From an optimization exercise on the open Yosys and OpenROAD flow, aimed at small area; shortcuts taken in it are not production practice.
Function was checked by simulation only, so behaviour that the tests miss may differ from the original.
No driver is modelled on the clock port, so clock power and skew are understated where the tree is cut down; a real chip needs a root buffer or a tree.
Power and IR drop assume default switching activity.

tundra:
## uart2rffe_top
module uart2rffe_top
(
    input  clk,
    input  rst_n,
    input  FPGA_RX,
    output FPGA_TX,
    output spi_clk_rffe,
    output spi_sdo_rffe,
    output spi_le_rffe
);
Size: roughly 460 cells after synthesis, roughly 7 I/O pins, ~5500 sq um of cells after synthesis.
==> module uart2rffe_top, before the edit <==
module uart2rffe_top
(
    input  clk,
    input  rst_n,
    input  FPGA_RX,
    output FPGA_TX,
    output spi_clk_rffe,
    output spi_sdo_rffe,
    output spi_le_rffe
);
reg [10:0] rxs;
always @(posedge clk)
    if (!rst_n) rxs <= 11'h7ff;
    else        rxs <= {rxs[9:0], FPGA_RX};
wire [2:0] ones = rxs[4] + rxs[5] + rxs[6] + rxs[7] + rxs[8] + rxs[9] + rxs[10];
wire rxd = (ones >= 3'd4);
localparam R_S3 = 4'd3, R_IDLE = 4'd4, R_LOCK = 4'd5, R_SBD = 4'd6, R_START = 4'd7, R_D0 = 4'd8;
reg [3:0] pos;
reg [8:0] rc;        
reg [1:0] ist;       
reg [3:0] n;         
reg [63:0] F;        
reg [2:0] z;         
reg P;               
localparam [8:0] U0 = 9'h055, U217 = 9'h0fa, U432 = 9'h115, U433 = 9'h02a;
function [8:0] lfsr(input [8:0] s);
    lfsr = {s[7:0], s[8] ^ s[4]};
endfunction
wire rtick  = (rc == U433);              
wire rsamp  = (rc == U0);                
wire ridle  = (pos[3:1] == 3'b010);      
wire instop = (pos[3:2] == 2'b00);
wire rstart = (pos == R_IDLE) && !rxd;
wire done   = rtick && (pos == R_S3);
always @(posedge clk) begin
    if (!rst_n) begin
        pos <= R_IDLE;
        ist <= 2'd0;
        n   <= 4'd0;
    end else begin
        if (!rxd && (instop || pos == R_IDLE))
            pos <= (done) ? R_LOCK : R_SBD;
        else if (rtick && !ridle)
            pos <= pos + 4'd1;
        if (rstart)
            n <= 4'd0;
        else if (rtick && pos == R_START && n != 4'd11)
            n <= n + 4'd1;
        if (rstart)            ist <= 2'd0;
        else if (done)         ist <= 2'd1;
        else if (ist == 2'd1)  ist <= 2'd2;
        else if (ist == 2'd2)  ist <= 2'd3;
        else                   ist <= 2'd0;
    end
end
always @(posedge clk)
    if (!rxd && (instop || pos == R_IDLE)) rc <= U217;
    else if (rtick)                        rc <= U0;
    else                                   rc <= lfsr(rc);
wire [7:0] b7 = F[7:0];
always @(posedge clk)
    if (rsamp && pos[3]) begin
        F <= {rxd, F[63:1]};
        if (pos == R_D0) begin
            P <= (z == 3'd5);
            z <= (b7 == 8'h01) ? 3'd1 :
                 (b7 == 8'h02) ? 3'd2 :
                 (b7 == 8'hAA) ? 3'd3 :
                 (b7 == 8'h55) ? 3'd4 :
                 (b7 == 8'h5D && z == 3'd4) ? 3'd5 : 3'd0;
        end
    end
wire act   = ist[1];
wire valid = (n == 4'd11) && P && (F[63:56] == 8'h0A) && (F[55:48] == 8'h0D);
wire [1:0] cmd = z[2] ? 2'd0 : z[1:0];
reg [2:0] pres;
reg [5:0] d;         
wire m23 = (cmd == 2'd2);
wire sidle = (d[5:1] == 5'b11111);
wire spi_go = act && valid && (cmd == 2'd1 || cmd == 2'd2);
always @(posedge clk) begin
    if (!rst_n)
        d <= 6'd63;
    else if (d == 6'd63) begin
        if (spi_go) d <= 6'd62;
    end else if (d == 6'd62)
        d <= m23 ? 6'd50 : 6'd48;
    else if (pres == 3'd4)
        d <= (d == (m23 ? 6'd0 : 6'd16)) ? 6'd63 : d - 6'd1;
    pres <= (!sidle && pres != 3'd4) ? pres + 3'd1 : 3'd0;
end
wire [22:0] W = {F[6:0], F[15:8], F[23:16]};
wire wbit  = W[d[5:1]];
wire ssc12 = m23 ? (d == 6'd49 || d == 6'd48) : (d == 6'd47 || d == 6'd46);
wire datap = m23 ? (d <= 6'd45) : (d <= 6'd43);
assign spi_le_rffe  = sidle;
assign spi_clk_rffe = datap && d[0];
assign spi_sdo_rffe = ssc12 || (datap && wbit);
localparam T_STOP = 4'd0, T_IDLE = 4'd1, T_PEND = 4'd2, T_PRE = 4'd6, T_START = 4'd7;
reg [3:0] q;
reg [3:0] p;         
reg [8:0] tc;        
wire ttick = (tc == U433);
wire tx_ready = (q == T_IDLE) || (q == T_PEND);
wire tx_go = act && tx_ready && (!valid || cmd == 2'd3);
always @(posedge clk) begin
    if (!rst_n)
        q <= T_IDLE;
    else if (q == T_IDLE) begin
        if (tx_go) q <= T_PEND;
    end else if (q == T_PEND)
        q <= T_PRE;
    else if (ttick) begin
        if (q == T_STOP) q <= (p == 4'd0) ? T_IDLE : T_START;
        else             q <= q + 4'd1;
    end
    if (tx_go)
        p <= valid ? 4'd14 : 4'd7;
    else if (ttick && q == T_STOP)
        p <= (p == 4'd8) ? 4'd2 : p - 4'd1;
    if (q == T_PEND)  tc <= U432;
    else if (ttick)   tc <= U0;
    else              tc <= lfsr(tc);
end
localparam [127:0] CHARS = 128'h0045504741204F4B6572726F72210D0A;
wire [6:0] tbit = {p, q[2:0]};
wire cbit = CHARS[tbit];
wire txb = (q == T_START) ? 1'b0 : q[3] ? cbit : 1'b1;
assign FPGA_TX = !rst_n || txb;
endmodule
export LEC_CHECK = 0
export CAP_MARGIN = 20
export CORE_MARGIN = 2
export CORE_UTILIZATION = 40
export PLACE_DENSITY = 0.6
export SLEW_MARGIN = 20
create_clock -name core_clock -period 20.0 [get_ports {clk}]
standard.sh (not shown) runs the stock make flow with config.mk's settings and CLKGATE_MAP_FILE= SYNTH_SCRIPT=/design/flow/synth_recipe.tcl, a recipe that flattens the netlist after the stock synthesis.
==> flow/flow/run.sh <==
#!/bin/bash
# The standard layout, except the clock tree: after ORFS's clock tree synthesis,
# flow/clock_tree.tcl replaces its tree with a smaller one (a root buffer and one
# buffer per group of nearby flip-flops), and gives the ports the smallest
# buffer. Make's full output goes to
# standard_flow.log; ORFS keeps each step's log under orfs/logs/.
set -euo pipefail
export POST_CTS_TCL="$PWD/flow/clock_tree.tcl"
export CTS_TREE_GROUPS="${CTS_TREE_GROUPS:-8}"
export CTS_ROOT_BUF="${CTS_ROOT_BUF:-sky130_fd_sc_hd__clkbuf_4}"
export PORT_BUF="${PORT_BUF:-sky130_fd_sc_hd__buf_1}"
export CTS_LEAF_BUF="${CTS_LEAF_BUF:-sky130_fd_sc_hd__clkbuf_8}"
bash standard.sh > standard_flow.log 2>&1
Other scripts of this flow, unchanged in this note and not shown: flow/flow/clock_tree.tcl
Changes in pepper relative to tundra:
diff --git a/flow/design.v b/flow/design.v
--- a/flow/design.v
+++ b/flow/design.v
@@ -74,31 +74,36 @@
 wire act   = ist[1];
 wire valid = (n == 4'd11) && P && (F[63:56] == 8'h0A) && (F[55:48] == 8'h0D);
 wire [1:0] cmd = z[2] ? 2'd0 : z[1:0];
+reg sbusy, spend;
 reg [2:0] pres;
 reg [5:0] d;         
 wire m23 = (cmd == 2'd2);
-wire sidle = (d[5:1] == 5'b11111);
-wire spi_go = act && valid && (cmd == 2'd1 || cmd == 2'd2);
+wire spi_go = act && valid && (cmd == 2'd1 || cmd == 2'd2) && !sbusy;
 always @(posedge clk) begin
-    if (!rst_n)
-        d <= 6'd63;
-    else if (d == 6'd63) begin
-        if (spi_go) d <= 6'd62;
-    end else if (d == 6'd62)
-        d <= m23 ? 6'd50 : 6'd48;
-    else if (pres == 3'd4)
-        d <= (d == (m23 ? 6'd0 : 6'd16)) ? 6'd63 : d - 6'd1;
-    pres <= (!sidle && pres != 3'd4) ? pres + 3'd1 : 3'd0;
+    if (!rst_n) begin
+        sbusy <= 1'b0;
+        spend <= 1'b0;
+    end else begin
+        spend <= spi_go;
+        if (!sbusy) begin
+            if (spend) sbusy <= 1'b1;
+        end else if (pres == 3'd4 && d == (m23 ? 6'd0 : 6'd16))
+            sbusy <= 1'b0;
+    end
+    pres <= (sbusy && pres != 3'd4) ? pres + 3'd1 : 3'd0;
+    if (!sbusy) d <= m23 ? 6'd50 : 6'd48;
+    else if (pres == 3'd4) d <= d - 6'd1;
 end
 wire [22:0] W = {F[6:0], F[15:8], F[23:16]};
 wire wbit  = W[d[5:1]];
 wire ssc12 = m23 ? (d == 6'd49 || d == 6'd48) : (d == 6'd47 || d == 6'd46);
 wire datap = m23 ? (d <= 6'd45) : (d <= 6'd43);
-assign spi_le_rffe  = sidle;
-assign spi_clk_rffe = datap && d[0];
-assign spi_sdo_rffe = ssc12 || (datap && wbit);
+assign spi_le_rffe  = !sbusy;
+assign spi_clk_rffe = sbusy && datap && d[0];
+assign spi_sdo_rffe = sbusy && (ssc12 || (datap && wbit));
 localparam T_STOP = 4'd0, T_IDLE = 4'd1, T_PEND = 4'd2, T_PRE = 4'd6, T_START = 4'd7;
 reg [3:0] q;
+localparam [63:0] PNEXT = 64'h0a0b654d0948ec31;    
 reg [3:0] p;         
 reg [8:0] tc;        
 wire ttick = (tc == U433);
@@ -112,18 +117,18 @@
     end else if (q == T_PEND)
         q <= T_PRE;
     else if (ttick) begin
-        if (q == T_STOP) q <= (p == 4'd0) ? T_IDLE : T_START;
+        if (q == T_STOP) q <= (p == 4'd13) ? T_IDLE : T_START;
         else             q <= q + 4'd1;
     end
     if (tx_go)
-        p <= valid ? 4'd14 : 4'd7;
+        p <= valid ? 4'd7 : 4'd2;
     else if (ttick && q == T_STOP)
-        p <= (p == 4'd8) ? 4'd2 : p - 4'd1;
+        p <= PNEXT[4 * p +: 4];
     if (q == T_PEND)  tc <= U432;
     else if (ttick)   tc <= U0;
     else              tc <= lfsr(tc);
 end
-localparam [127:0] CHARS = 128'h0045504741204F4B6572726F72210D0A;
+localparam [127:0] CHARS = 128'h00200a72724f720d456f4b2141654750;
 wire [6:0] tbit = {p, q[2:0]};
 wire cbit = CHARS[tbit];
 wire txb = (q == T_START) ? 1'b0 : q[3] ? cbit : 1'b1;
## What came out
pepper ran to completion and came out clean on the timing, design-rule and antenna checks.
Maximum frequency from static timing analysis down about 9% in pepper wrt tundra
pepper — part of the Yosys area used for sequential elements 2.9 points higher, tundra as reference
Per the comparison of pepper with tundra, fraction of area in registers shows an increase of 2.8 points, synthesized cell count went down by 6.7%, hold slack went down by 0.0067 ns, critical path depth up 1, count of sequential standard cells now larger.
[compare] base=tundra new=pepper: internal portion of total power rose by 1.4%; post-layout worst setup margin fell by 0.85 ns.
The share of the synthesized netlist area taken by xor and xnor gates in pepper was higher than what tundra gave.
No run of this note takes its clock network from TritonCTS; it comes from the design's own scripts or RTL.

[separate check: timing with driven ports]
The flow's constraints put no driver on any port. The routed layouts listed below were extracted and timed again, unchanged, in two steps.
Step 1: set_driving_cell puts a clkbuf_16 on clk and a buf_2 on each other input, an assumption about the parent block.
Step 2 moves the port delays by t, midway between the first and last clock arrival at a register: inputs arrive t later, outputs are due t later. That takes back most of the time a late clock gives input paths.
Slacks: no drivers / after step 1 / after step 2; pairs: no drivers / after step 1.
| run | t (ns) | setup WS [ns] | slew at the worst register clock pin (ns) | worst data-port slew with drivers (ns) | cell pins on the clock port's net |
|---|---|---|---|---|---|
| tundra | 0.504 | 11.299 / 11.277 / 11.277 | 0.10 / 0.10 | 0.03 | 1 |
| pepper | 0.489 | 10.450 / 10.422 / 10.422 | 0.11 / 0.11 | 0.03 | 1 |
After both steps setup and hold are still met in every run listed. For pepper, which loses most, drivers alone change the setup slack by -0.028 ns; drivers and shift together by -0.028 ns.
